Source: an optimization exercise on an open RTL-to-GDS flow (aim: small area, a short achievable clock period and few clock cycles). Production flows keep margins and buffers that such runs may drop. At most, simulation tests tie the RTL to the original design; equivalence was not proved. Function not checked in runs 1 and 2: the RTL went through the layout flow alone.

`design/flow/run.sh`:
```
#!/bin/bash
# synth_recipe.tcl (not shown) runs the flow's synth.tcl, then flattens the netlist and writes it again
# the make line also repeats each setting of config.mk as NAME=value (left out here)
make -C /OpenROAD-flow-scripts/flow DESIGN_CONFIG=/design/flow/config.mk WORK_HOME=/design/flow/orfs CLKGATE_MAP_FILE= SYNTH_SCRIPT=/design/flow/synth_recipe.tcl finish
```
`design/flow/config.mk`:
```
export PLATFORM = sky130hd
export DESIGN_NAME = ALU
export DESIGN_NICKNAME = ALU
export VERILOG_FILES = /design/flow/design.v
export SDC_FILE = /design/flow/constraint.sdc
export NUM_CORES = 4
export LEC_CHECK = 0
export CAP_MARGIN = 20
export CORE_MARGIN = 2
export CORE_UTILIZATION = 35
export PLACE_DENSITY = 0.5
export SETUP_SLACK_MARGIN = 3.3
export SLEW_MARGIN = 20
```
`design/flow/constraint.sdc`:
```
create_clock -name core_clock -period 8.0 [get_ports {i_clk}]
set_input_delay 1.6000 -clock core_clock [delete_from_list [all_inputs] [get_ports {i_clk}]]
set_output_delay 1.6000 -clock core_clock [all_outputs]
set_load 0.01 [all_outputs]
```
`design/flow/design.v`:
```
module ALU #(
    parameter DATA_W = 32
)
(
    input                       i_clk,    
    input                       i_rst_n,  
    input                       i_valid,  
    input [DATA_W - 1 : 0]      i_A,      
    input [DATA_W - 1 : 0]      i_B,      
    input [         2 : 0]      i_inst,   
    output [2*DATA_W - 1 : 0]   o_data,   
    output                      o_done    
);
    localparam ADD  = 3'd0;
    localparam SUB  = 3'd1;
    localparam AND  = 3'd2;
    localparam OR   = 3'd3;
    localparam SLT  = 3'd4;
    localparam SRA  = 3'd5;
    localparam MUL  = 3'd6;
    localparam DIV  = 3'd7;
    reg        s_mul;    
    reg        s_mulf;   
    reg        s_div;    
    reg        s_al;     
    reg        done;
    reg [63:0] R;        
    reg        Sx;       
    reg [31:0] D;        
    reg [4:0]  cnt;
    reg        fmt_add;  
    reg        fmt_slt;  
    reg        c16;      
    wire idle = ~(s_mul | s_mulf | s_div);
    wire [16:0] o_hi  = {R[31], R[31:16]} + {D[31], D[31:16]} + {16'd0, c16};
    wire        o_sgn = o_hi[16];
    wire        o_ovf = o_hi[16] ^ o_hi[15];
    reg  [31:0] o_lo;
    always @(*) begin
        if (fmt_slt)
            o_lo = {31'd0, o_sgn};
        else if (fmt_add & o_ovf)
            o_lo = {o_sgn, {31{~o_sgn}}};
        else if (fmt_add)
            o_lo = {o_hi[15:0], R[15:0]};
        else
            o_lo = R[31:0];
    end
    assign o_done = done;
    assign o_data = {R[63:32], o_lo};
    wire [31:0] Rhi = R[63:32];
    wire [31:0] Rlo = R[31:0];
    reg b0_one, b0_two, b0_neg, b1_one, b1_two, b1_neg;
    function [2:0] booth;   
        input hi, mid, lo;
        booth = {mid ^ lo, (hi & ~mid & ~lo) | (~hi & mid & lo), hi};
    endfunction
    wire [36:0] dext = {5'd0, D};
    wire [36:0] p0 = (({37{b0_one}} & dext) | ({37{b0_two}} & {dext[35:0], 1'b0})) ^ {37{b0_neg}};
    wire [36:0] p1m = (({37{b1_one}} & dext) | ({37{b1_two}} & {dext[35:0], 1'b0})) ^ {37{b1_neg}};
    wire [36:0] p1 = {p1m[34:0], b1_neg, b0_neg};
    wire [36:0] x0 = {{5{Sx}}, Rhi};
    wire [36:0] cs = x0 ^ p0 ^ p1;
    wire [36:0] cc = {(x0[35:0] & p0[35:0]) | (x0[35:0] & p1[35:0]) | (p0[35:0] & p1[35:0]), b1_neg};
    wire [36:0] T  = cs + cc + {36'd0, b1_neg};
    wire [31:0] m0 = Rhi;
    wire [31:0] m1 = m0 | (m0 >> 1);
    wire [31:0] m2 = m1 | (m1 >> 2);
    wire [31:0] m3 = m2 | (m2 >> 4);
    wire [31:0] m4 = m3 | (m3 >> 8);
    wire [31:0] mA = m4 | (m4 >> 16);
    wire dzero = ~|D;
    wire ok4   = ~|(D & ~(mA >> 4));
    wire ok1   = ~|(D & ~(mA >> 1));
    wire q     = ~T[36];
    wire i_and = (i_inst == AND);
    wire i_or  = (i_inst == OR);
    wire i_sra = (i_inst == SRA);
    wire i_mul = (i_inst == MUL);
    wire i_div = (i_inst == DIV);
    wire i_slt = (i_inst == SLT);
    wire i_sub = (i_inst == SUB) | i_slt;
    wire i_as  = ~i_and & ~i_or & ~i_sra & ~i_mul & ~i_div;    
    wire [31:0] i_bx  = i_B ^ {32{i_sub}};
    wire [16:0] i_sum = {1'b0, i_A[15:0]} + {1'b0, i_bx[15:0]} + {16'd0, i_sub};
    wire [4:0]  shamt = (|i_B[31:5]) ? 5'd31 : i_B[4:0];
    wire [31:0] i_sr  = $signed(i_A) >>> shamt;
    wire [31:0] ld_lo = i_and ? (i_A & i_B) :
                        i_or  ? (i_A | i_B) :
                        i_sra ? i_sr :
                        i_div ? 32'd0 :
                        i_mul ? i_A : {i_A[31:16], i_sum[15:0]};
    wire [31:0] ld_hi = i_A & {32{i_div}};
    always @(posedge i_clk or negedge i_rst_n) begin
        if (!i_rst_n) begin
            s_mul  <= 1'b0;
            s_mulf <= 1'b0;
            s_div  <= 1'b0;
            s_al   <= 1'b0;
            done   <= 1'b0;
        end else begin
            done <= 1'b0;
            if (idle && i_valid) begin
                s_mul <= i_mul;
                s_div <= i_div;
                s_al  <= 1'b0;
                done  <= ~i_mul & ~i_div;
            end
            if (s_mul && cnt == 5'd7) begin
                s_mul  <= 1'b0;
                s_mulf <= Rlo[3];
                done   <= ~Rlo[3];
            end
            if (s_mulf) begin
                s_mulf <= 1'b0;
                done   <= 1'b1;
            end
            if (s_div) begin
                if (!s_al) begin
                    if (dzero) begin
                        s_div <= 1'b0;
                        done  <= 1'b1;
                    end else if (!ok4 && !ok1) begin
                        s_al <= 1'b1;
                        if (cnt == 5'd0) begin
                            s_div <= 1'b0;
                            done  <= 1'b1;
                        end
                    end
                end else if (cnt == 5'd0) begin
                    s_div <= 1'b0;
                    done  <= 1'b1;
                end
            end
        end
    end
    always @(posedge i_clk) begin
        fmt_add <= idle & i_valid & i_as & ~i_slt;
        fmt_slt <= idle & i_valid & i_slt;
        c16     <= i_sum[16];
        if (idle) begin
            R     <= {ld_hi, ld_lo};
            Sx    <= 1'b0;
            D     <= {i_bx[31:16], i_B[15:0]};
            cnt   <= 5'd0;
            if (i_mul) begin
                {b0_one, b0_two, b0_neg} <= booth(i_A[1], i_A[0], 1'b0);
                {b1_one, b1_two, b1_neg} <= booth(i_A[3], i_A[2], i_A[1]);
            end else begin
                {b0_one, b0_two, b0_neg} <= 3'b101;
                {b1_one, b1_two, b1_neg} <= 3'b000;
            end
        end
        if (s_mul) begin
            R   <= {T[35:4], T[3:0], Rlo[31:4]};
            Sx  <= T[36];
            cnt <= cnt + 5'd1;
            if (cnt == 5'd7) begin
                {b0_one, b0_two, b0_neg} <= {Rlo[3], 2'b00};
                {b1_one, b1_two, b1_neg} <= 3'b000;
            end else begin
                {b0_one, b0_two, b0_neg} <= booth(Rlo[5], Rlo[4], Rlo[3]);
                {b1_one, b1_two, b1_neg} <= booth(Rlo[7], Rlo[6], Rlo[5]);
            end
        end
        if (s_mulf) begin
            R[63:32] <= T[31:0];
        end
        if (s_div) begin
            if (!s_al && dzero) begin
                R[31:0] <= 32'hffffffff;
            end else if (!s_al && ok4) begin
                D   <= D << 4;
                cnt <= cnt + 5'd4;
            end else if (!s_al && ok1) begin
                D   <= D << 1;
                cnt <= cnt + 5'd1;
            end else begin
                if (q) R[63:32] <= T[31:0];
                R[31:0] <= {Rlo[30:0], q};
                D   <= D >> 1;
                cnt <= cnt - 5'd1;
            end
        end
    end
endmodule
```
==> impl_results.md, run 1 <==
- Layout cell share with drive strength beyond 1: between 10% and 20%
- Arrival time worst endpoint: about 3.5 ns
- Number of flops mapped to enable cells by yosys: 9
- Share of the cycle needed by the critical path after routing: around 63%
- Share of the synthesized area in compound gates (AO/OA/AOI/OAI): 29.9%
- Setup slack on the worst flop-to-flop path: 3.40 ns
- RSZ-0062 raised after global routing: yes
- Hold buffer count at cts: 0
- Accumulated negative setup slack: 0 ns
- Maximum number of pins on one net before global-route repair: 55
- Overall Global Routing Usage: a little under a third
- Synthesized area per cell: 7.44 sq um
- Longest Clk Path Bufs: 2
- Start point of the worst hold path: s_al
- Root cell of the clock tree: sky130_fd_sc_hd__clkbuf_16
- Half-perimeter wire length after detailed placement: between 50,000 and 60,000 microns
- Number of H-tree levels: 4
- Combinational family with the most area after synthesis: compound AO/OA/AOI/OAI gates
- TritonCTS sink count: approximately 120
- Worst clock skew: 0.0101 ns
- Hold Path End: s_al
- # port buffers: 134
- Count of distinct cell types in the synthesized netlist: just over 90
- Reg2Reg Launch Point: b1_one
- Capturing point of the worst reg2reg path: R[37]
- Asr flop ratio synth: ~4.3%
- Final WL: around 82,000 microns
- Least-Margin Pin Slew: between 1 and 1.5 ns
- Number of synthesis warnings: 1
- Routed length per placed instance: roughly 28 microns
- CTS tree: done
- Number of antenna violations at the first check in global routing: 3
- Reported max-cap violation count: 0
- Standard-cell rows: 80
- Count of pins over their slew limit: 0
- Worst slew slack as a fraction of its limit: 21.8%
- Net total in the final layout: around 2,500
- Overflow left after global routing: 0
- Synthesized netlist net count: ~2,400
- Multiplexer area fraction after synthesis: 10.6%
- Hold Path Cell Cnt: 1
- Primary flip-flop cell chosen by synthesis mapping: sky130_fd_sc_hd__dfxtp_1
- Core Util, Final: between 40 and 50%
- Minimum clock period: between 5 and 6 ns
- Width of the die: roughly 220 microns
- Flops & latches, synth: 116
- Critical path launch point type: register
- Final hold violations: 0
- Number of vias after detailed routing: about 19,000
- Layout overhead on the synthesized area: 22.1%
- Die area: between 40,000 and 50,000 sq um
- Syn Inst Count: 2,244
- Sequential area share after synthesis: 14.6%
- Iteration-0 DRC count of the detailed router: 2,428
- Maximum frequency from static timing analysis: between 0.15 and 0.2 GHz
- Final Wtd Congestion: 0.985
- Synth top area cells: sky130_fd_sc_hd__dfxtp_1 12%, sky130_fd_sc_hd__xnor2_1 6.1%, sky130_fd_sc_hd__ha_1 5.8%
- Area of the core: 47,400 sq um
- Via count of the first global-routing pass: roughly 18,000
- Xor and xnor area share after synthesis: 8.50%
- Synthesized-area fraction occupied by adder cells: a little over a tenth
- Layout filler cell count: approximately 4,900
- Initial core utilization: 35.2%
- Endpoint kind of the worst setup timing path: output pin
- Cell accounting for the most synthesized area: sky130_fd_sc_hd__dfxtp_1
- Source-to-sink clock delay at the later pin of the worst-skew pair: between 0.4 and 0.5 ns
- Setup Crit Path Kind: register to output pin
- Number of iterations in the first detailed-routing pass: 7
- Total area of multi-input combinational cells: ~13,000 sq um
- Remaining antenna violation count: 0
- Finish-stage setup viols: 0
- Reg area: between 2000 and 2500 sq um
- Simple-Gate Fraction of Synth Area: between 10% and 20%
- Data required time of the critical path: 6.40 ns
- Area share of the leading cell type in the synthesized netlist: 12.2%
- Global-route wire length before repair: ~120,000 microns
- Result of the run: timing/DRC/antenna clean
- DR DRC count: 0
- Class of the most critical hold timing path: register to register
- Cells on worst reg2reg path: 17
- Die span in y: around 220 microns
- # IOs: around 140
- Post-synthesis cell area: roughly 17,000 sq um
- Clock transition at the register clock pins on the worst setup and hold paths after CTS: approximately 0.060 ns
- Critical-path maximum fanout: 9
- Number of buffers created by CTS: 17
- Via-to-Cell Ratio: 6.46
==> layer usage <==
layer  vias to the layer above  global-route usage [%]  wire (microns)
met5                         -                       0               8
met4                         2                    18.5            5260
met3                       280                    6.23            8330
met2                      1258                    48.8           35300
met1                      9125                    42.0           33000
li1                       8303                       -               -
==> sequential cells by signal, summed over array words and instances (netlist names) <==
signal / count
s_al: 1
fmt_add: 1
s_div: 1
b1_neg: 1
Sx: 1
R: 64
s_mul: 1
b0_two: 1
fmt_slt: 1
b0_neg: 1
c16: 1
b1_two: 1
s_mulf: 1
done: 1
b1_one: 1
cnt: 5
D: 32
b0_one: 1
==> critical path: stages, from the launching register on <==
cell,delay (ns)
sky130_fd_sc_hd__dfxtp_4,0.36
sky130_fd_sc_hd__fa_2,0.41
sky130_fd_sc_hd__a21o_1,0.18
sky130_fd_sc_hd__a21oi_2,0.16
sky130_fd_sc_hd__o21a_1,0.19
sky130_fd_sc_hd__o21ai_2,0.09
sky130_fd_sc_hd__nand2_1,0.10
sky130_fd_sc_hd__o2111ai_2,0.13
sky130_fd_sc_hd__o211ai_1,0.17
sky130_fd_sc_hd__buf_4,0.17
sky130_fd_sc_hd__mux2i_4,0.23
sky130_fd_sc_hd__buf_4,0.14
sky130_fd_sc_hd__buf_6,0.10
sky130_fd_sc_hd__nand2b_4,0.08
sky130_fd_sc_hd__buf_12,0.15
sky130_fd_sc_hd__a211oi_2,0.18
sky130_fd_sc_hd__buf_2,0.17
==> layout by cell type, fill, tap and decap left out, types with 22 or more instances in the layout <==
cell type / n
sky130_fd_sc_hd__o21ai_0: 138
sky130_fd_sc_hd__buf_4: 98
sky130_fd_sc_hd__o21a_1: 27
sky130_fd_sc_hd__nor2_1: 134
sky130_fd_sc_hd__nand2_1: 224
sky130_fd_sc_hd__o211ai_1: 43
sky130_fd_sc_hd__ha_1: 66
sky130_fd_sc_hd__nand3_1: 39
sky130_fd_sc_hd__dfxtp_1: 76
sky130_fd_sc_hd__clkdlybuf4s50_1: 80
sky130_fd_sc_hd__buf_2: 30
sky130_fd_sc_hd__a21o_1: 29
sky130_fd_sc_hd__a31oi_1: 32
sky130_fd_sc_hd__clkbuf_16: 22
sky130_fd_sc_hd__xnor2_1: 112
sky130_fd_sc_hd__nor3_1: 33
sky130_fd_sc_hd__inv_1: 145
sky130_fd_sc_hd__mux2i_1: 81
sky130_fd_sc_hd__xor2_1: 45
sky130_fd_sc_hd__a21oi_1: 152
sky130_fd_sc_hd__a221oi_1: 31
sky130_fd_sc_hd__a22oi_1: 57
sky130_fd_sc_hd__o22ai_1: 32
sky130_fd_sc_hd__fa_1: 36
==> logic make-up (layout without fill, tap and decap cells) <==
group | Yosys count | in the layout
buf+inv | 379 | 453
other cells | 0 | 1
compound gates | 746 | 746
xor+xnor | 162 | 162
simple gates | 580 | 581
mux | 141 | 141
flops | 116 | 116
fa+ha+maj | 120 | 120
==> through the flow <==
step | std cells | worst slack, ns | cell area (sq um) | hold WS [ns]
2_1_floorplan | 2244 | 3.24 | 16700 | 0.501
3_3_place_gp | 2820 | 1.87 | 18300 | 0.531
3_5_place_dp | 2820 | 1.82 | 18300 | 0.542
4_1_cts | 2909 | 2.92 | 19800 | 0.555
5_1_grt | 2934 | 2.82 | 20400 | 0.575
6_report | 2935 | 2.94 | 20400 | 0.559
==> cell type report <==
cell class	instances	share of cell area [%]
multi-input cells	1750	65.3
flip-flops and latches	116	12.2
clock buffers	24	2.47
inverters	150	2.95
repair buffers	271	12.8
well taps	615	3.77
clock inverters	8	0.460
diodes	1	0.0123
==> timing repair <==
item | 4_1_cts | 5_1_grt
setup buffers | 50 | 22
resized for setup | 270 | 108
pin swaps | 31 | 29
setup endpoints to repair | 97 | 82
cloned | 7 | 3
==> synthesized netlist by cell type, types with 11 or more instances <==
library cell,number
sky130_fd_sc_hd__xnor2_1,117
sky130_fd_sc_hd__o211ai_1,43
sky130_fd_sc_hd__nor2_1,139
sky130_fd_sc_hd__dfxtp_1,102
sky130_fd_sc_hd__inv_1,147
sky130_fd_sc_hd__clkbuf_1,157
sky130_fd_sc_hd__xor2_1,45
sky130_fd_sc_hd__a211oi_1,31
sky130_fd_sc_hd__a21oi_1,160
sky130_fd_sc_hd__a21o_1,29
sky130_fd_sc_hd__nand3_1,43
sky130_fd_sc_hd__mux4_2,21
sky130_fd_sc_hd__buf_2,16
sky130_fd_sc_hd__a22oi_1,65
sky130_fd_sc_hd__a221oi_1,32
sky130_fd_sc_hd__buf_1,19
sky130_fd_sc_hd__nor4_1,20
sky130_fd_sc_hd__ha_1,77
sky130_fd_sc_hd__mux2i_1,87
sky130_fd_sc_hd__mux2_4,13
sky130_fd_sc_hd__mux2_2,20
sky130_fd_sc_hd__o21a_1,27
sky130_fd_sc_hd__o22ai_1,32
sky130_fd_sc_hd__nor3_1,38
sky130_fd_sc_hd__and3_1,21
sky130_fd_sc_hd__or3_1,14
sky130_fd_sc_hd__o31ai_1,11
sky130_fd_sc_hd__buf_4,33
sky130_fd_sc_hd__nand2_1,226
sky130_fd_sc_hd__nand4_1,15
sky130_fd_sc_hd__o21bai_1,13
sky130_fd_sc_hd__a31oi_1,33
sky130_fd_sc_hd__o21ai_0,149
sky130_fd_sc_hd__nand2b_1,13
sky130_fd_sc_hd__fa_1,38
==> worst max-delay path by stage <==
stage	startpoint	to	depth (start not counted)
global placement	i_B[7]	R[1]	13
detailed placement	i_B[12]	R[1]	13
global route	D[16]	o_data[12]	16
floorplan	i_inst[0]	R[12]	17
CTS	c16	o_data[15]	18
finish	D[16]	o_data[27]	16
==> run 2, diff against run 1 <==
--- a/design/flow/design.v
+++ b/design/flow/design.v
@@ -30,11 +30,11 @@
     reg [4:0]  cnt;
     reg        fmt_add;  
     reg        fmt_slt;  
-    reg        c16;      
+    reg        c24;      
     wire idle = ~(s_mul | s_mulf | s_div);
-    wire [16:0] o_hi  = {R[31], R[31:16]} + {D[31], D[31:16]} + {16'd0, c16};
-    wire        o_sgn = o_hi[16];
-    wire        o_ovf = o_hi[16] ^ o_hi[15];
+    wire [8:0]  o_hi  = {R[31], R[31:24]} + {D[31], D[31:24]} + {8'd0, c24};
+    wire        o_sgn = o_hi[8];
+    wire        o_ovf = o_hi[8] ^ o_hi[7];
     reg  [31:0] o_lo;
     always @(*) begin
         if (fmt_slt)
@@ -42,7 +42,7 @@
         else if (fmt_add & o_ovf)
             o_lo = {o_sgn, {31{~o_sgn}}};
         else if (fmt_add)
-            o_lo = {o_hi[15:0], R[15:0]};
+            o_lo = {o_hi[7:0], R[23:0]};
         else
             o_lo = R[31:0];
     end
@@ -82,14 +82,14 @@
     wire i_sub = (i_inst == SUB) | i_slt;
     wire i_as  = ~i_and & ~i_or & ~i_sra & ~i_mul & ~i_div;    
     wire [31:0] i_bx  = i_B ^ {32{i_sub}};
-    wire [16:0] i_sum = {1'b0, i_A[15:0]} + {1'b0, i_bx[15:0]} + {16'd0, i_sub};
-    wire [4:0]  shamt = (|i_B[31:5]) ? 5'd31 : i_B[4:0];
-    wire [31:0] i_sr  = $signed(i_A) >>> shamt;
+    wire [24:0] i_sum = {1'b0, i_A[23:0]} + {1'b0, i_bx[23:0]} + {24'd0, i_sub};
+    wire [31:0] i_sh  = $signed(i_A) >>> i_B[4:0];
+    wire [31:0] i_sr  = (|i_B[31:5]) ? {32{i_A[31]}} : i_sh;
     wire [31:0] ld_lo = i_and ? (i_A & i_B) :
                         i_or  ? (i_A | i_B) :
                         i_sra ? i_sr :
                         i_div ? 32'd0 :
-                        i_mul ? i_A : {i_A[31:16], i_sum[15:0]};
+                        i_mul ? i_A : {i_A[31:24], i_sum[23:0]};
     wire [31:0] ld_hi = i_A & {32{i_div}};
     always @(posedge i_clk or negedge i_rst_n) begin
         if (!i_rst_n) begin
@@ -137,11 +137,11 @@
     always @(posedge i_clk) begin
         fmt_add <= idle & i_valid & i_as & ~i_slt;
         fmt_slt <= idle & i_valid & i_slt;
-        c16     <= i_sum[16];
+        c24     <= i_sum[24];
         if (idle) begin
             R     <= {ld_hi, ld_lo};
             Sx    <= 1'b0;
-            D     <= {i_bx[31:16], i_B[15:0]};
+            D     <= {i_bx[31:24], i_B[23:0]};
             cnt   <= 5'd0;
             if (i_mul) begin
                 {b0_one, b0_two, b0_neg} <= booth(i_A[1], i_A[0], 1'b0);
==> impl_results.md, run 2 <==
- Clock transition at the register clock pins on the worst setup and hold paths after CTS: 0.07 ns (about the same)
- Synthesized-area fraction occupied by adder cells: 10.9% (+0.29 points)
- Capturing point of the worst reg2reg path: R[59]
- Synth top area cells: sky130_fd_sc_hd__dfxtp_1 12%, sky130_fd_sc_hd__xnor2_1 5.9%, sky130_fd_sc_hd__ha_1 5.9%
- Data required time of the critical path: 6.40 ns (about the same)
- Net total in the final layout: 2,464 (-1.1%)
- Worst hold margin: 0.559 ns (+0.0000620 ns)
- Worst slew slack as a fraction of its limit: 32.3% (+10 points)
- Area share of the leading cell type in the synthesized netlist: 12.5% (+0.27 points)
- Die span in y: 220 microns (-1.1%)
- TritonCTS sink count: 116 (unchanged)
- Die area: 48,400 sq um (-2.1%)
- Primary flip-flop cell chosen by synthesis mapping: sky130_fd_sc_hd__dfxtp_1
- CTS tree: done
- Largest incremental delay on the critical path: 0.40 ns (about the same)
- Synth top cells by count: 220 x sky130_fd_sc_hd__nor2_1, 219 x sky130_fd_sc_hd__nand2_1, 168 x sky130_fd_sc_hd__a21oi_1
- Capturing instance or port of the critical path: o_data[3]
- Worst clock skew: 0.0180 ns (+0.00784 ns)
- Post-synthesis cell area: 16,300 sq um (-2.1%)
- Family with the most delay on the worst path: compound AO/OA/AOI/OAI gates
- Layout cell share with drive strength beyond 1: 16.2% (-1.6 points)
- Root cell of the clock tree: sky130_fd_sc_hd__clkbuf_16
- Minimum clock period: 5.09 ns (+0.0323 ns)
- Via count of the first global-routing pass: 17,200 (-5.6%)
- Iteration-0 DRC count of the detailed router: 1,957 (-19%)
- Number of vias after detailed routing: 18,100 (-4.4%)
- Global routing met3 resource utilization: 3.85% (-2.4 points)
- Xor and xnor area share after synthesis: 8.47% (-0.028 points)
- Result of the run: timing/DRC/antenna clean
- Syn Inst Count: 2,218 (-1.2%)
- Antenna cells: 0 (-1)
- Number of H-tree levels: 4 (unchanged)
- Final hold violations: 0 (unchanged)
- Overall Global Routing Usage: 30.8% (-1.1 points)
- Endpoint kind of the worst setup timing path: output pin
- Flops & latches, synth: 116 (unchanged)
- Maximum frequency from static timing analysis: 0.196 GHz (-0.63%)
- Placed cell count: 2,782 (-1.3%)
- Cell with the most instances after synthesis: sky130_fd_sc_hd__nor2_1
- Number of flops mapped to enable cells by yosys: 9 (unchanged)
- RSZ-0062 raised after global routing: yes
- Registers with the most flip-flops: R x64, D x32, cnt x5
- Routed length per placed instance: 26.2 microns (-6.0%)
- Count of distinct cell types in the synthesized netlist: 99 (+7.6%)
- Synthesized area per cell: 7.37 sq um (-1.0%)
- Maximum number of pins on one net before global-route repair: 56 (+1.8%)
- Standard-cell rows: 79 (-1.3%)
- Half-perimeter wire length after detailed placement: 55,300 microns (-4.2%)
- Least-Margin Pin Slew: 1.01 ns (-0.157 ns)
- Count of placed standard cells in the final layout, fillers left out: 2,899 (-1.2%)
- Combinational family with the most area after synthesis: compound AO/OA/AOI/OAI gates
- Layout overhead on the synthesized area: 20.3%
- Critical Path Slowest Stage Cell: sky130_fd_sc_hd__fa_2
- Global routing's busiest layer: met2
- Most frequent standard cell in the layout excluding fill and tap cells: sky130_fd_sc_hd__nand2_1
- Global-route wire length before repair: 111,000 microns (-7.1%)
- Width of the die: 220 microns (-1.1%)
- Share of the cycle needed by the critical path after routing: 63.6% (+0.40 points)
- Source-to-sink clock delay at the later pin of the worst-skew pair: 0.45 ns (about the same)
- Top library cells by usage in the layout, fill and taps aside: 216 x sky130_fd_sc_hd__nand2_1, 211 x sky130_fd_sc_hd__nor2_1, 155 x sky130_fd_sc_hd__a21oi_1
- Number of synthesis warnings: 1 (unchanged)
- Final Wtd Congestion: 0.972 (-1.4%)
- Area of the core: 46,400 sq um (-2.3%)
- Remaining antenna violation count: 0 (unchanged)
- # IOs: 135 (unchanged)
- Initial core utilization: 35.2% (+0.054 points)
- Multiplexer area fraction after synthesis: 8.25% (-2.3 points)
- Finish-stage setup viols: 0 (unchanged)
- Critical path launch point type: register
- Count of pins over their slew limit: 0 (unchanged)
- Met2 Track Usage GR: 49.6% (+0.76 points)
- Setup slack on the worst flop-to-flop path: 3.37 ns (-0.03 ns)
- DR DRC count: 0 (unchanged)
- Simple-Gate Fraction of Synth Area: 17.1% (+0.75 points)
- Setup Crit Path Kind: register to output pin
- Pre-CTS setup slack: 1.90 ns (+0.0816 ns)
- Asr flop ratio synth: 4.31% (unchanged)
- Longest Clk Path Bufs: 2 (unchanged)
- Hold buffer count at cts: 0 (unchanged)
- Via-to-Cell Ratio: 6.26 (-3.2%)
- Share of the synthesized area in compound gates (AO/OA/AOI/OAI): 30.7% (+0.77 points)
- Layout filler cell count: 4,805 (-2.6%)
- Number of buffers created by CTS: 17 (unchanged)
- Cell accounting for the most synthesized area: sky130_fd_sc_hd__dfxtp_1
- Number of antenna violations at the first check in global routing: 4 (+1)
- Number of logic stages on the critical path including buffering: 17 (+1)
- Number of iterations in the first detailed-routing pass: 6 (-1)
- Accumulated negative setup slack: 0 ns (unchanged)
- Largest register by flop count: R
- WP buf/inv: 5 (unchanged)
- Fraction of met1 tracks used by global routing: 40.5% (-1.5 points)
- Sequential area share after synthesis: 14.9% (+0.32 points)
- PnR worst setup slack: 2.91 ns (-0.0323 ns)
- Non-Filler Cell Area, Final: 19,700 sq um (-3.6%)
- Reported max-cap violation count: 0 (unchanged)
- Class of the most critical hold timing path: register to register
- Overflow left after global routing: 0 (unchanged)
- Crit-path cells: fa_2 -> inv_2 -> fa_2 -> nor2b_2 -> o21ai_2 -> a21boi_2 -> o21a_1 -> o21ai_2 -> a21boi_2 -> or3_4 -> a21oi_4 -> buf_6 -> buf_6 -> buf_6 -> nor2_1 -> nor2_1 -> buf_2
- Final WL: 76,100 microns (-7.2%)
- Critical Path Start: c24
- Cell seen most often among critical-path stages: sky130_fd_sc_hd__buf_6
- Total cell area at the placement stage: 17,800 sq um (-2.5%)
- Arrival time worst endpoint: 3.49 ns (+0.03 ns)
- Cells on worst reg2reg path: 18 (+1)
- Number of flip-flops under the largest register name: 64 (unchanged)
- Reg2Reg Launch Point: b1_two
- Synthesized netlist net count: 2,403 (-1.1%)
- # port buffers: 134 (unchanged)
- Critical-path maximum fanout: 6 (-3)
## run 2: changes by cell type after synthesis, sizes merged, moves of 9 or more
cell    before  now
mux2i       87   56
nand3       44   24
a221oi      32   10
a22oi       65   74
o211ai      43   16
nor2       139  221
o21a        27   10
and3        21   10
a311o        3   26
a222oi       9   21
a31oi       34   22
o311ai       5   14
mux2        33   12
## run 2: cells by family after synthesis
kind of cell	count (synthesis)
compound gates	732
xor+xnor	158
fa+ha+maj	121
buf+inv	370
flops	116
mux	97
simple gates	624
## run 2: worst min-delay path by stage
stage,from,end,slack (ns),cells after the start
finish,R[24],R[25],0.56,2
global route,R[23],R[24],0.58,2
CTS,R[24],R[25],0.55,2
detailed placement,R[19],R[15],0.55,2
global placement,R[23],R[24],0.55,2
floorplan,R[1],R[2],0.48,2
## run 2: tightest hold or removal path: stages (launching register included)
cell and delay, ns:
sky130_fd_sc_hd__dfxtp_2 0.35, sky130_fd_sc_hd__nor2_1 0.11, sky130_fd_sc_hd__a21oi_1 0.05
## run 2: metrics by stage
step,utilization (%)
floorplan,-
global placement,38.4
CTS,41.1
global route,42.4
detailed placement,38.4
finish,42.4
## run 2: metal layers
layer	routed length, microns	part of all wire [%]
met1	31600	42
met2	34400	45
met3	5980	7.9
met4	4060	5.3
met5	24	0.032
## run 2: timing repair
action / 4_1_cts / 5_1_grt
cloned: 6 / 1
setup buffers: 54 / 24
pin swaps: 29 / 52
resized for setup: 218 / 119
hold endpoints to repair: 0 / 0
setup endpoints to repair: 90 / 83
## run 2: final cells by class
class,instances,area (sq um),area share [%]
repair buffers,258,2390,12.2
clock buffers,17,425,2.16
flip-flops and latches,116,2460,12.5
well taps,607,759,3.86
clock inverters,15,179,0.910
inverters,152,584,2.97
multi-input cells,1734,12900,65.4
==> run 3, diff against run 2 <==
--- a/design/flow/design.v
+++ b/design/flow/design.v
@@ -31,10 +31,12 @@
     reg        fmt_add;  
     reg        fmt_slt;  
     reg        c24;      
+    reg        sg0, sg1;  
+    reg        ov0, ov1;  
     wire idle = ~(s_mul | s_mulf | s_div);
-    wire [8:0]  o_hi  = {R[31], R[31:24]} + {D[31], D[31:24]} + {8'd0, c24};
-    wire        o_sgn = o_hi[8];
-    wire        o_ovf = o_hi[8] ^ o_hi[7];
+    wire [7:0]  o_top = c24 ? D[31:24] : R[31:24];
+    wire        o_sgn = c24 ? sg1 : sg0;
+    wire        o_ovf = c24 ? ov1 : ov0;
     reg  [31:0] o_lo;
     always @(*) begin
         if (fmt_slt)
@@ -42,7 +44,7 @@
         else if (fmt_add & o_ovf)
             o_lo = {o_sgn, {31{~o_sgn}}};
         else if (fmt_add)
-            o_lo = {o_hi[7:0], R[23:0]};
+            o_lo = {o_top, R[23:0]};
         else
             o_lo = R[31:0];
     end
@@ -83,13 +85,15 @@
     wire i_as  = ~i_and & ~i_or & ~i_sra & ~i_mul & ~i_div;    
     wire [31:0] i_bx  = i_B ^ {32{i_sub}};
     wire [24:0] i_sum = {1'b0, i_A[23:0]} + {1'b0, i_bx[23:0]} + {24'd0, i_sub};
+    wire [8:0]  i_hi0 = {i_A[31], i_A[31:24]} + {i_bx[31], i_bx[31:24]};
+    wire [8:0]  i_hi1 = {i_A[31], i_A[31:24]} + {i_bx[31], i_bx[31:24]} + 9'd1;
     wire [31:0] i_sh  = $signed(i_A) >>> i_B[4:0];
     wire [31:0] i_sr  = (|i_B[31:5]) ? {32{i_A[31]}} : i_sh;
     wire [31:0] ld_lo = i_and ? (i_A & i_B) :
                         i_or  ? (i_A | i_B) :
                         i_sra ? i_sr :
                         i_div ? 32'd0 :
-                        i_mul ? i_A : {i_A[31:24], i_sum[23:0]};
+                        i_mul ? i_A : {i_hi0[7:0], i_sum[23:0]};
     wire [31:0] ld_hi = i_A & {32{i_div}};
     always @(posedge i_clk or negedge i_rst_n) begin
         if (!i_rst_n) begin
@@ -138,10 +142,14 @@
         fmt_add <= idle & i_valid & i_as & ~i_slt;
         fmt_slt <= idle & i_valid & i_slt;
         c24     <= i_sum[24];
+        sg0     <= i_hi0[8];
+        sg1     <= i_hi1[8];
+        ov0     <= i_hi0[8] ^ i_hi0[7];
+        ov1     <= i_hi1[8] ^ i_hi1[7];
         if (idle) begin
             R     <= {ld_hi, ld_lo};
             Sx    <= 1'b0;
-            D     <= {i_bx[31:24], i_B[23:0]};
+            D     <= {(i_as ? i_hi1[7:0] : i_B[31:24]), i_B[23:0]};
             cnt   <= 5'd0;
             if (i_mul) begin
                 {b0_one, b0_two, b0_neg} <= booth(i_A[1], i_A[0], 1'b0);
==> design/flow/flow/run.sh (new file) <==
#!/bin/bash
set -euo pipefail
export BUFFER_PORTS_ARGS="-buffer_cell sky130_fd_sc_hd__buf_1"
bash standard.sh finish > layout.log 2>&1
==> design/flow/standard.sh (new file) <==
#!/bin/bash
# synth_recipe.tcl (not shown) runs the flow's synth.tcl, then flattens the netlist and writes it again
# the make line also repeats each setting of config.mk as NAME=value (left out here)
make -C /OpenROAD-flow-scripts/flow DESIGN_CONFIG=/design/flow/config.mk WORK_HOME=/design/flow/orfs CLKGATE_MAP_FILE= SYNTH_SCRIPT=/design/flow/synth_recipe.tcl "${@:-finish}"
removed: design/flow/run.sh
==> impl_results.md, run 3 <==
- Reported max-cap violation count: 0 (unchanged)
- Number of H-tree levels: 4 (unchanged)
- Asr flop ratio synth: 4.17% (-0.14 points)
- Least-Margin Pin Slew: 1.10 ns (+0.0859 ns)
- Synthesized area per cell: 7.40 sq um (+0.48%)
- Number of iterations in the first detailed-routing pass: 6 (unchanged)
- Width of the die: 224 microns (+1.9%)
- Count of distinct cell types in the synthesized netlist: 98 (-1.0%)
- Iteration-0 DRC count of the detailed router: 2,383 (+22%)
- DR DRC count: 0 (unchanged)
- Final WL: 76,200 microns (+0.16%)
- RSZ-0062 raised after global routing: yes
- Registers with the most flip-flops: R x64, D x32, cnt x5
- Routed length per placed instance: 26.2 microns (-0.15%)
- Layout overhead on the synthesized area: 8.94%
- Worst clock skew: 0.0134 ns (-0.00461 ns)
- Flops & latches, synth: 120 (+3.4%)
- TritonCTS sink count: 120 (+3.4%)
- Die span in y: 224 microns (+1.9%)
- # IOs: 135 (unchanged)
- Minimum clock period: 4.62 ns (-0.467 ns)
- Post-synthesis cell area: 17,000 sq um (+3.9%)
- Overflow left after global routing: 0 (unchanged)
- Data required time of the critical path: 8.30 ns (+1.90 ns)
- Longest Clk Path Bufs: 2 (unchanged)
- Number of synthesis warnings: 1 (unchanged)
- Placed cell count: 2,864 (+2.9%)
- Net total in the final layout: 2,466 (+0.081%)
- Layout filler cell count: 5,007 (+4.2%)
- Share of the cycle needed by the critical path after routing: 57.8% (-5.8 points)
- Class of the most critical hold timing path: register to register
- Via count of the first global-routing pass: 17,500 (+1.7%)
- Area of the core: 47,800 sq um (+3.2%)
- Initial core utilization: 35.5% (+0.23 points)
- Root cell of the clock tree: sky130_fd_sc_hd__clkbuf_16
- Maximum number of pins on one net before global-route repair: 60 (+7.1%)
- Arrival time worst endpoint: 4.92 ns (+1.43 ns)
- Result of the run: timing/DRC/antenna clean
- Core Util, Final: 38.6% (-3.8 points)
- Cell with the most instances after synthesis: sky130_fd_sc_hd__nand2_1
- Half-perimeter wire length after detailed placement: 57,000 microns (+3.1%)
- Remaining antenna violation count: 0 (unchanged)
- Hold buffer count at cts: 0 (unchanged)
- Worst slew slack as a fraction of its limit: 26.8% (-5.5 points)
- Layout cell share with drive strength beyond 1: 9.16% (-7.0 points)
- Final hold violations: 0 (unchanged)
- Setup Crit Path Kind: primary input to register
- Critical-path maximum fanout: 14 (+8)
- Critical path launch point type: primary input
- Count of placed standard cells in the final layout, fillers left out: 2,908 (+0.31%)
- Global-route wire length before repair: 112,000 microns (+0.81%)
- Largest register by flop count: R
- Synth top area cells: sky130_fd_sc_hd__dfxtp_1 13%, sky130_fd_sc_hd__xnor2_1 6.0%, sky130_fd_sc_hd__ha_1 5.8%
- Synth top cells by count: 225 x sky130_fd_sc_hd__nand2_1, 211 x sky130_fd_sc_hd__nor2_1, 168 x sky130_fd_sc_hd__a21oi_1
- Most frequent standard cell in the layout excluding fill and tap cells: sky130_fd_sc_hd__nand2_1
- Start point of the worst hold path: R[30]
- Via-to-Cell Ratio: 6.32 (+1.1%)
- Maximum frequency from static timing analysis: 0.216 GHz (+10%)
- Number of vias after detailed routing: 18,400 (+1.4%)
- Clock transition at the register clock pins on the worst setup and hold paths after CTS: 0.06 ns (about the same)
- CTS tree: done
- Accumulated negative setup slack: 0 ns (unchanged)
- Syn Inst Count: 2,293 (+3.4%)
- Critical Path Start: i_inst[0]
- Number of flops mapped to enable cells by yosys: 9 (unchanged)
- Antenna cells: 0 (unchanged)
- Standard-cell rows: 80 (+1.3%)
- Endpoint kind of the worst setup timing path: register
- Top library cells by usage in the layout, fill and taps aside: 224 x sky130_fd_sc_hd__nand2_1, 207 x sky130_fd_sc_hd__nor2_1, 164 x sky130_fd_sc_hd__a21oi_1
- Cell accounting for the most synthesized area: sky130_fd_sc_hd__dfxtp_1
- Finish-stage setup viols: 0 (unchanged)
- Number of buffers created by CTS: 17 (unchanged)
- Final Wtd Congestion: 0.970 (-0.21%)
- Primary flip-flop cell chosen by synthesis mapping: sky130_fd_sc_hd__dfxtp_1
- Number of flip-flops under the largest register name: 64 (unchanged)
- Die area: 50,300 sq um (+3.8%)
- Number of antenna violations at the first check in global routing: 3 (-1)
- Area share of the leading cell type in the synthesized netlist: 12.5% (about the same)
- Count of pins over their slew limit: 0 (unchanged)
- Sequential area share after synthesis: 14.8% (-0.085 points)
- Synthesized netlist net count: 2,479 (+3.2%)
- Overall Global Routing Usage: 29.4% (-1.4 points)
- Source-to-sink clock delay at the later pin of the worst-skew pair: 0.45 ns (about the same)
- Reg2Reg Launch Point: D[10]
- # port buffers: 134 (unchanged)
## run 3: final cells by class
type	instances	area, sq um	area share, %
Timing Repair inverter	1	5.00	0.0271
Clock inverter	11	109	0.589
Multi-Input combinational cell	1805	13000	70.6
Clock buffer	21	493	2.67
Timing Repair Buffer	186	977	5.28
Sequential cell	120	2520	13.6
Tap cell	615	769	4.16
Inverter	149	568	3.07
## run 3: kinds of logic (layout without fill, tap and decap cells)
| group | count (synthesis) | in the layout | synth area share (%) |
|---|---|---|---|
| buf+inv | 368 | 368 | 9.34 |
| mux | 96 | 96 | 8.09 |
| xor+xnor | 167 | 167 | 8.62 |
| compound gates | 765 | 765 | 31.3 |
| flops | 120 | 120 | 14.8 |
| fa+ha+maj | 118 | 118 | 10.3 |
| simple gates | 659 | 659 | 17.5 |
## run 3: path summary, 6_finish.rpt
| path | to | cells after the start | slack [ns] |
|---|---|---|---|
| worst min-delay path | R[31] | 2 | 0.56 |
| max in group asynchronous | s_mul | 1 | 6.73 |
| worst max-delay path | D[31] | 17 | 3.38 |
| worst min register to register | R[31] | 2 | 0.56 |
| worst max register to register | R[61] | 14 | 3.49 |
| min in group asynchronous | done | 1 | 1.01 |
## run 3: per-layer routing
metal / up-vias / track usage [%] / wire length [microns]
met4: 2 / 12.6 / 3410
met5: - / 0 / 6
li1: 8343 / - / -
met2: 941 / 47.9 / 35300
met1: 8932 / 38.7 / 31500
met3: 174 / 4.56 / 6050
## run 3: worst max-delay path, stage by stage
cell and delay [ns]:
sky130_fd_sc_hd__clkbuf_2 0.15, sky130_fd_sc_hd__buf_12 0.17, sky130_fd_sc_hd__xnor2_2 0.16, sky130_fd_sc_hd__nor2_4 0.15, sky130_fd_sc_hd__buf_6 0.22, sky130_fd_sc_hd__xor2_1 0.17
sky130_fd_sc_hd__ha_1 0.20, sky130_fd_sc_hd__inv_1 0.06, sky130_fd_sc_hd__fa_1 0.45, sky130_fd_sc_hd__nor2b_1 0.16, sky130_fd_sc_hd__o21a_1 0.16, sky130_fd_sc_hd__o21ai_0 0.12
sky130_fd_sc_hd__a21oi_1 0.22, sky130_fd_sc_hd__nand2_1 0.18, sky130_fd_sc_hd__nor4_2 0.36, sky130_fd_sc_hd__xnor2_1 0.24, sky130_fd_sc_hd__a31oi_1 0.13
## run 3: repair_timing
item,4_1_cts,5_1_grt
pin swaps,1,6
gates cloned,0,2
setup buffers,4,6
resized for setup,11,34
hold endpoints to repair,0,0
endpoints found under the setup margin,55,56
## run 3: metrics by stage
step	setup WS, ns	hold slack, ns	area [sq um]
global placement	2.48	0.544	17600
detailed placement	2.43	0.558	17600
global route	3.21	0.587	18500
CTS	3.30	0.566	18200
floorplan	3.30	0.457	17000
finish	3.38	0.565	18500
Testbench counts of run 3, summed over its fixed seeds: cycles 12,085.
==> run 4, diff against run 3 <==
--- a/design/flow/config.mk
+++ b/design/flow/config.mk
@@ -9,5 +9,5 @@
 export CORE_MARGIN = 2
 export CORE_UTILIZATION = 35
 export PLACE_DENSITY = 0.5
-export SETUP_SLACK_MARGIN = 3.3
+export SETUP_SLACK_MARGIN = 3.5
 export SLEW_MARGIN = 20
==> impl_results.md, run 4 <==
- Syn Inst Count: 2,293 (unchanged)
- Capturing point of the worst reg2reg path: R[60]
- RSZ-0062 raised after global routing: no
- Registers with the most flip-flops: R x64, D x32, cnt x5
- Via count of the first global-routing pass: 17,800 (+1.8%)
- Setup slack on the worst flop-to-flop path: 3.57 ns (+0.08 ns)
- Number of H-tree levels: 4 (unchanged)
- Worst slew slack as a fraction of its limit: 19.5% (-7.2 points)
- DR DRC count: 0 (unchanged)
- Least-Margin Pin Slew: 1.21 ns (+0.109 ns)
- Reported max-cap violation count: 0 (unchanged)
- Largest register by flop count: R
- Capturing instance or port of the critical path: R[6]
- Maximum frequency from static timing analysis: 0.224 GHz (+3.6%)
- Accumulated negative setup slack: 0 ns (unchanged)
- Clock transition at the register clock pins on the worst setup and hold paths after CTS: 0.06 ns (about the same)
- Family with the most delay on the worst path: compound AO/OA/AOI/OAI gates
- Source-to-sink clock delay at the later pin of the worst-skew pair: 0.45 ns (about the same)
- Top library cells by usage in the layout, fill and taps aside: 223 x sky130_fd_sc_hd__nand2_1, 201 x sky130_fd_sc_hd__nor2_1, 161 x sky130_fd_sc_hd__a21oi_1
- Non-Filler Cell Area, Final: 19,600 sq um (+6.0%)
- Cell with the most instances after synthesis: sky130_fd_sc_hd__nand2_1
- Data required time of the critical path: 8.32 ns (+0.02 ns)
- Number of vias after detailed routing: 19,100 (+4.1%)
- Area share of the leading cell type in the synthesized netlist: 12.5% (unchanged)
- Asr flop ratio synth: 4.17% (unchanged)
- Post-synthesis cell area: 17,000 sq um (unchanged)
- Pre-CTS setup slack: 2.30 ns (-0.135 ns)
- Setup Crit Path Kind: primary input to register
- # IOs: 135 (unchanged)
- Via-to-Cell Ratio: 6.45 (+2.0%)
- Count of distinct cell types in the synthesized netlist: 98 (unchanged)
- Number of antenna violations at the first check in global routing: 1 (-2)
- TritonCTS sink count: 120 (unchanged)
- Critical path launch point type: primary input
- Reg2Reg Launch Point: b0_neg
- Synth top area cells: sky130_fd_sc_hd__dfxtp_1 13%, sky130_fd_sc_hd__xnor2_1 6.0%, sky130_fd_sc_hd__ha_1 5.8%
- Global-route wire length before repair: 119,000 microns (+6.2%)
- Cells on worst reg2reg path: 17 (+3)
- Critical Path Slowest Stage Cell: sky130_fd_sc_hd__a221o_1
- Layout overhead on the synthesized area: 15.5%
- Number of synthesis warnings: 1 (unchanged)
- Number of flip-flops under the largest register name: 64 (unchanged)
- Number of iterations in the first detailed-routing pass: 8 (+2)
- Hold Path Cell Cnt: 1 (-1)
- # port buffers: 134 (unchanged)
- Die area: 50,300 sq um (unchanged)
- Synthesized area per cell: 7.40 sq um (unchanged)
- Half-perimeter wire length after detailed placement: 58,300 microns (+2.3%)
- Remaining antenna violation count: 0 (unchanged)
- Critical-path maximum fanout: 8 (-6)
- Endpoint kind of the worst setup timing path: register
- Count of pins over their slew limit: 0 (unchanged)
- Critical Path Start: i_inst[0]
- WP buf/inv: 4 (unchanged)
- Class of the most critical hold timing path: register to register
- CTS tree: done
- Primary flip-flop cell chosen by synthesis mapping: sky130_fd_sc_hd__dfxtp_1
- Width of the die: 224 microns (unchanged)
- Number of buffers created by CTS: 17 (unchanged)
- Flops & latches, synth: 120 (unchanged)
- Worst hold margin: 0.528 ns (-0.0374 ns)
- Minimum clock period: 4.46 ns (-0.160 ns)
- Largest incremental delay on the critical path: 0.35 ns (-0.10 ns)
- Root cell of the clock tree: sky130_fd_sc_hd__clkbuf_16
- Final WL: 82,000 microns (+7.6%)
- Maximum number of pins on one net before global-route repair: 60 (unchanged)
- Synth top cells by count: 225 x sky130_fd_sc_hd__nand2_1, 211 x sky130_fd_sc_hd__nor2_1, 168 x sky130_fd_sc_hd__a21oi_1
- Longest Clk Path Bufs: 2 (unchanged)
- Overflow left after global routing: 0 (unchanged)
- Number of logic stages on the critical path including buffering: 17 (unchanged)
- Finish-stage setup viols: 0 (unchanged)
- Number of flops mapped to enable cells by yosys: 9 (unchanged)
- Most frequent standard cell in the layout excluding fill and tap cells: sky130_fd_sc_hd__nand2_1
- Core Util, Final: 41.0% (+2.3 points)
- Iteration-0 DRC count of the detailed router: 2,663 (+12%)
- Net total in the final layout: 2,525 (+2.4%)
- PnR worst setup slack: 3.54 ns (+0.160 ns)
- Worst clock skew: 0.0151 ns (+0.00170 ns)
- Layout cell share with drive strength beyond 1: 14.8% (+5.6 points)
- Routed length per placed instance: 27.6 microns (+5.4%)
- Layout filler cell count: 5,006 (-0.020%)
- Share of the cycle needed by the critical path after routing: 55.8% (-2.0 points)
- Total cell area at the placement stage: 17,700 sq um (+0.54%)
- Result of the run: timing/DRC/antenna clean
- Final hold violations: 0 (unchanged)
- Synthesized netlist net count: 2,479 (unchanged)
- Cell accounting for the most synthesized area: sky130_fd_sc_hd__dfxtp_1
- Final Wtd Congestion: 0.955 (-1.5%)
- Initial core utilization: 35.5% (unchanged)
- Area of the core: 47,800 sq um (unchanged)
- Arrival time worst endpoint: 4.78 ns (-0.14 ns)
- Sequential area share after synthesis: 14.8% (unchanged)
- Die span in y: 224 microns (unchanged)
- Overall Global Routing Usage: 31.5% (+2.0 points)
- Hold buffer count at cts: 0 (unchanged)
- Standard-cell rows: 80 (unchanged)
- Crit-path cells: buf_8 -> buf_12 -> xnor2_4 -> nor2_4 -> buf_4 -> xnor2_1 -> ha_2 -> nor2b_2 -> o31a_1 -> buf_4 -> o21ai_0 -> nand2b_1 -> xnor2_1 -> a21oi_1 -> a221o_1 -> o211ai_1 -> a31oi_1
run 4: cell counts after synthesis:
No cell type changed its count.
run 4: how the worst min path moves through the flow:
stage,slack [ns],end,from
5_1_grt,0.55,R[1],R[0]
2_1_floorplan,0.46,R[1],R[0]
3_5_place_dp,0.50,R[1],R[0]
3_3_place_gp,0.50,R[1],R[0]
4_1_cts,0.53,R[1],R[0]
6_report,0.53,R[1],R[0]
run 4: worst reg2reg max path, cell delays in order (launching register included):
cell and delay [ns]:
sky130_fd_sc_hd__edfxtp_1 0.55, sky130_fd_sc_hd__inv_8 0.31, sky130_fd_sc_hd__xnor2_1 0.17, sky130_fd_sc_hd__fa_1 0.50, sky130_fd_sc_hd__inv_2 0.05, sky130_fd_sc_hd__ha_4 0.26, sky130_fd_sc_hd__a21o_1 0.18, sky130_fd_sc_hd__a21o_1 0.21
sky130_fd_sc_hd__or2_2 0.33, sky130_fd_sc_hd__a32oi_4 0.39, sky130_fd_sc_hd__a21oi_4 0.12, sky130_fd_sc_hd__a221oi_4 0.34, sky130_fd_sc_hd__buf_12 0.17, sky130_fd_sc_hd__a31oi_4 0.14, sky130_fd_sc_hd__buf_12 0.25, sky130_fd_sc_hd__buf_6 0.16
sky130_fd_sc_hd__nor2_4 0.13, sky130_fd_sc_hd__a31oi_1 0.05
run 4: logic make-up (layout without fill, tap and decap cells):
group	Yosys count	in the layout	synth area share, %
AO/OA/AOI/OAI	765	766	31.3
AND/OR/NAND/NOR	659	660	17.5
buffers and inverters	368	425	9.34
XOR/XNOR	167	167	8.62
flip-flops	120	120	14.8
adder cells (fa/ha/maj)	118	118	10.3
multiplexers	96	96	8.09
other	0	1	0
run 4: cell type report:
class	count	area (sq um)	share of cell area [%]
Multi-Input combinational cell	1807	13500	69.1
Antenna cell	1	2.50	0.0128
Timing Repair inverter	1	5.00	0.0255
Sequential cell	120	2520	12.9
Timing Repair Buffer	243	1590	8.09
Clock buffer	23	478	2.44
Clock inverter	9	116	0.594
Tap cell	615	769	3.93
Inverter	149	572	2.92
run 4: stage by stage:
step / instances
after CTS: 2932
final: 2968
after global routing: 2967
after floorplan: 2293
after global placement: 2870
after detailed placement: 2871
run 4: per-layer routing:
layer,GRT usage (%),vias up,share of wire [%]
met4,14.7,0,5.0
li1,-,8483,-
met3,5.06,213,9.6
met2,46.1,1087,42
met1,45.0,9357,44
met5,0,-,0
run 4: timing repair:
item,CTS,global route
setup buffers,23,33
endpoints found under the hold margin,0,0
resized for setup,63,100
cloned,6,2
pin swaps,6,45
setup endpoints to repair,103,93
==> run 5, diff against run 4 <==
==> design/flow/run.sh (new file) <==
#!/bin/bash
# synth_recipe.tcl (not shown) runs the flow's synth.tcl, then flattens the netlist and writes it again
# the make line also repeats each setting of config.mk as NAME=value (left out here)
make -C /OpenROAD-flow-scripts/flow DESIGN_CONFIG=/design/flow/config.mk WORK_HOME=/design/flow/orfs CLKGATE_MAP_FILE= SYNTH_SCRIPT=/design/flow/synth_recipe.tcl finish
--- a/design/flow/config.mk
+++ b/design/flow/config.mk
@@ -9,5 +9,5 @@
 export CORE_MARGIN = 2
 export CORE_UTILIZATION = 35
 export PLACE_DENSITY = 0.5
-export SETUP_SLACK_MARGIN = 3.5
+export SETUP_SLACK_MARGIN = 3.3
 export SLEW_MARGIN = 20
removed: design/flow/flow/run.sh
removed: design/flow/standard.sh
==> impl_results.md, run 5 <==
- Result of the run: timing/DRC/antenna clean
- # IOs: 135 (unchanged)
- Synth top cells by count: 225 x sky130_fd_sc_hd__nand2_1, 211 x sky130_fd_sc_hd__nor2_1, 168 x sky130_fd_sc_hd__a21oi_1
- Via-to-Cell Ratio: 6.31 (-2.2%)
- Final WL: 76,700 microns (-6.4%)
- Global-route wire length before repair: 114,000 microns (-4.1%)
- Number of buffers created by CTS: 17 (unchanged)
- Longest Clk Path Bufs: 2 (unchanged)
- Worst slew slack as a fraction of its limit: 30.0% (+10 points)
- Number of flip-flops under the largest register name: 64 (unchanged)
- Number of vias after detailed routing: 18,400 (-3.7%)
- Total area of multi-input combinational cells: 13,100 sq um (-3.2%)
- Syn Inst Count: 2,293 (unchanged)
- DR DRC count: 0 (unchanged)
- Critical path launch point type: primary input
- CTS tree: done
- Largest register by flop count: R
- WP buf/inv: 1 (-3)
- Global routing met3 resource utilization: 3.76% (-1.3 points)
- Xor and xnor area share after synthesis: 8.62% (unchanged)
- Count of pins over their slew limit: 0 (unchanged)
- Endpoint kind of the worst setup timing path: register
- Worst clock skew: 0.0106 ns (-0.00444 ns)
- Minimum clock period: 4.71 ns (+0.250 ns)
- Combinational family with the most area after synthesis: compound AO/OA/AOI/OAI gates
- Half-perimeter wire length after detailed placement: 57,300 microns (-1.8%)
- Layout cell share with drive strength beyond 1: 10.2% (-4.6 points)
- Post-synthesis cell area: 17,000 sq um (unchanged)
- Data required time of the critical path: 8.33 ns (about the same)
- Worst hold margin: 0.563 ns (+0.0360 ns)
- RSZ-0062 raised after global routing: no
- Via count of the first global-routing pass: 17,800 (-0.067%)
- Crit-path cells: clkdlybuf4s50_1 -> mux4_2 -> mux2_2 -> mux2i_1 -> nand2_1 -> a221oi_1 -> o21ai_0 -> o311ai_0 -> a31oi_1
- Arrival time worst endpoint: 5.04 ns (+0.26 ns)
- Critical-path maximum fanout: 9 (+1)
- Number of iterations in the first detailed-routing pass: 6 (-2)
- Overall Global Routing Usage: 29.9% (-1.6 points)
- Largest incremental delay on the critical path: 0.93 ns (+0.58 ns)
- Share of the synthesized area in compound gates (AO/OA/AOI/OAI): 31.3% (unchanged)
- Width of the die: 224 microns (unchanged)
- # port buffers: 134 (unchanged)
- Cell accounting for the most synthesized area: sky130_fd_sc_hd__dfxtp_1
- Non-Filler Cell Area, Final: 19,500 sq um (-0.33%)
- Cells on worst reg2reg path: 17 (unchanged)
- Pre-CTS setup slack: 1.86 ns (-0.443 ns)
- Layout filler cell count: 4,990 (-0.32%)
- Initial core utilization: 35.5% (unchanged)
- Registers with the most flip-flops: R x64, D x32, cnt x5
- Count of distinct cell types in the synthesized netlist: 98 (unchanged)
- Area of the core: 47,800 sq um (unchanged)
- Sequential area share after synthesis: 14.8% (unchanged)
- TritonCTS sink count: 120 (unchanged)
- Met2 Track Usage GR: 49.5% (+3.4 points)
- Hold Path Cell Cnt: 2 (+1)
- Cell with the most instances after synthesis: sky130_fd_sc_hd__nand2_1
- Synth top area cells: sky130_fd_sc_hd__dfxtp_1 13%, sky130_fd_sc_hd__xnor2_1 6.0%, sky130_fd_sc_hd__ha_1 5.8%
- Count of placed standard cells in the final layout, fillers left out: 2,923 (-1.5%)
- Standard-cell rows: 80 (unchanged)
- Final Wtd Congestion: 0.966 (+1.2%)
- Reported max-cap violation count: 0 (unchanged)
- Maximum number of pins on one net before global-route repair: 60 (unchanged)
- Setup Crit Path Kind: primary input to register
- Number of antenna violations at the first check in global routing: 1 (unchanged)
- Asr flop ratio synth: 4.17% (unchanged)
- Number of synthesis warnings: 1 (unchanged)
- Reg area: 2530 sq um (about the same)
- Finish-stage setup viols: 0 (unchanged)
- Overflow left after global routing: 0 (unchanged)
- Primary flip-flop cell chosen by synthesis mapping: sky130_fd_sc_hd__dfxtp_1
- Total cell area at the placement stage: 18,300 sq um (+3.8%)
- Simple-Gate Fraction of Synth Area: 17.5% (unchanged)
- Core Util, Final: 40.8% (-0.13 points)
- Share of the cycle needed by the critical path after routing: 58.9% (+3.1 points)
- Synthesized-area fraction occupied by adder cells: 10.3% (unchanged)
- Number of flops mapped to enable cells by yosys: 9 (unchanged)
- Number of logic stages on the critical path including buffering: 9 (-8)
- Critical Path Slowest Stage Cell: sky130_fd_sc_hd__clkdlybuf4s50_1
- Global routing's busiest layer: met2
- Number of H-tree levels: 4 (unchanged)
- PnR worst setup slack: 3.29 ns (-0.250 ns)
- Maximum frequency from static timing analysis: 0.212 GHz (-5.3%)
- Layout overhead on the synthesized area: 15.1%
- Family with the most delay on the worst path: multiplexers
- Net total in the final layout: 2,481 (-1.7%)
- Synthesized area per cell: 7.40 sq um (unchanged)
- Flops & latches, synth: 120 (unchanged)
- Routed length per placed instance: 26.3 microns (-4.9%)
- Accumulated negative setup slack: 0 ns (unchanged)
- Final hold violations: 0 (unchanged)
- Multiplexer area fraction after synthesis: 8.09% (unchanged)
- Iteration-0 DRC count of the detailed router: 2,034 (-24%)
- Area share of the leading cell type in the synthesized netlist: 12.5% (unchanged)
- Die area: 50,300 sq um (unchanged)
- Synthesized netlist net count: 2,479 (unchanged)
- Root cell of the clock tree: sky130_fd_sc_hd__clkbuf_16
- Least-Margin Pin Slew: 1.05 ns (-0.161 ns)
- Class of the most critical hold timing path: register to register
- Top library cells by usage in the layout, fill and taps aside: 223 x sky130_fd_sc_hd__nand2_1, 207 x sky130_fd_sc_hd__nor2_1, 165 x sky130_fd_sc_hd__a21oi_1
- Remaining antenna violation count: 0 (unchanged)
- Hold buffer count at cts: 0 (unchanged)
- Source-to-sink clock delay at the later pin of the worst-skew pair: 0.46 ns (about the same)
- Most frequent standard cell in the layout excluding fill and tap cells: sky130_fd_sc_hd__nand2_1
- Placed cell count: 2,857 (-0.49%)
- Clock transition at the register clock pins on the worst setup and hold paths after CTS: 0.07 ns (about the same)
- Fraction of met1 tracks used by global routing: 38.8% (-6.1 points)
- Die span in y: 224 microns (unchanged)
## run 5: cell counts after synthesis
Identical to the previous run, type by type.
## run 5: path summary, 6_finish.rpt
path                              start     to  slack [ns]
max in group asynchronous       i_rst_n  s_mul        6.37
worst max-delay path            i_A[16]  R[16]        3.29
worst max register to register   b1_neg  R[62]        3.49
worst min register to register    R[15]  R[11]        0.56
worst min-delay path              R[15]  R[11]        0.56
min in group asynchronous       i_rst_n   done        1.39
## run 5: kinds of logic after synthesis
logic type,Yosys count
muxes,96
xor gates and xnor gates,167
DFF,120
adders and majority gates,118
buffers and inverters,368
and+or+nand+nor,659
AOI/OAI and AO/OA,765
## run 5: repair_timing
item / in CTS / in global routing
pin swaps: 13 / 15
gates resized for setup: 41 / 39
setup buffers: 26 / 4
cloned: 2 / 1
setup endpoints to repair: 71 / 49
## run 5: area by class of cell
type | count | share of cell area [%]
multi-input combinational | 1805 | 67.1
antenna | 1 | 0.0128
inverter | 149 | 2.95
clock buffer | 19 | 2.38
sequential | 120 | 12.9
tap | 615 | 3.94
clock inverter | 12 | 0.589
timing repair buffer | 201 | 10.1
timing repair inverter | 1 | 0.0256
## run 5: routing by layer
layer | part of all wire [%] | vias up | wire length (microns)
li1 | - | 8383 | -
met1 | 42 | 9013 | 32200
met2 | 47 | 865 | 35900
met3 | 6.7 | 171 | 5180
met4 | 4.5 | 2 | 3460
met5 | 0.017 | - | 13
## run 5: worst register-to-register path, cell delays in order, from the launching register on
cell and delay [ns]:
sky130_fd_sc_hd__edfxtp_1 0.48, sky130_fd_sc_hd__clkinv_4 0.18, sky130_fd_sc_hd__buf_8 0.25, sky130_fd_sc_hd__xnor2_1 0.14
sky130_fd_sc_hd__fa_1 0.51, sky130_fd_sc_hd__inv_1 0.04, sky130_fd_sc_hd__ha_1 0.38, sky130_fd_sc_hd__and4_1 0.24
sky130_fd_sc_hd__and4_1 0.24, sky130_fd_sc_hd__and4_1 0.24, sky130_fd_sc_hd__a32oi_4 0.27, sky130_fd_sc_hd__a21oi_1 0.20
sky130_fd_sc_hd__a221oi_4 0.36, sky130_fd_sc_hd__buf_12 0.16, sky130_fd_sc_hd__a31oi_4 0.09, sky130_fd_sc_hd__buf_6 0.27
sky130_fd_sc_hd__nor3_1 0.27, sky130_fd_sc_hd__a31oi_1 0.06

afterwards: timing with drivers on the ports:
No port has a modelled driver above. Below, the same layouts with a new extraction and two added sets of constraints.
Step 1, drivers: a clkbuf_16 drives i_clk and a buf_2 each remaining input, both assumed.
Step 2 also shifts input and output timing later by t, the mid clock arrival at the registers, as if the neighbouring blocks saw the same clock.
a / b / c = no drivers / after step 1 / after step 2; a / b = the first two.
| run | shift t [ns] | setup WS [ns] | worst setup path at the end | cell pins on the clock port's net |
|---|---|---|---|---|
| run 1 | 0.494 | 2.941 / 2.891 / 2.882 | input to register | 1 |
| run 2 | 0.506 | 2.909 / 2.849 / 2.953 | input to register | 1 |
| run 3 | 0.496 | 3.376 / 3.406 / 2.910 | input to register | 1 |
| run 4 | 0.498 | 3.535 / 3.546 / 3.048 | input to register | 1 |
| run 5 | 0.502 | 3.285 / 3.310 / 2.808 | input to register | 1 |
After both steps every run listed still meets setup and hold. The setup slack of run 4, which loses most, moves by +0.011 ns with the drivers and by -0.487 ns with both steps.
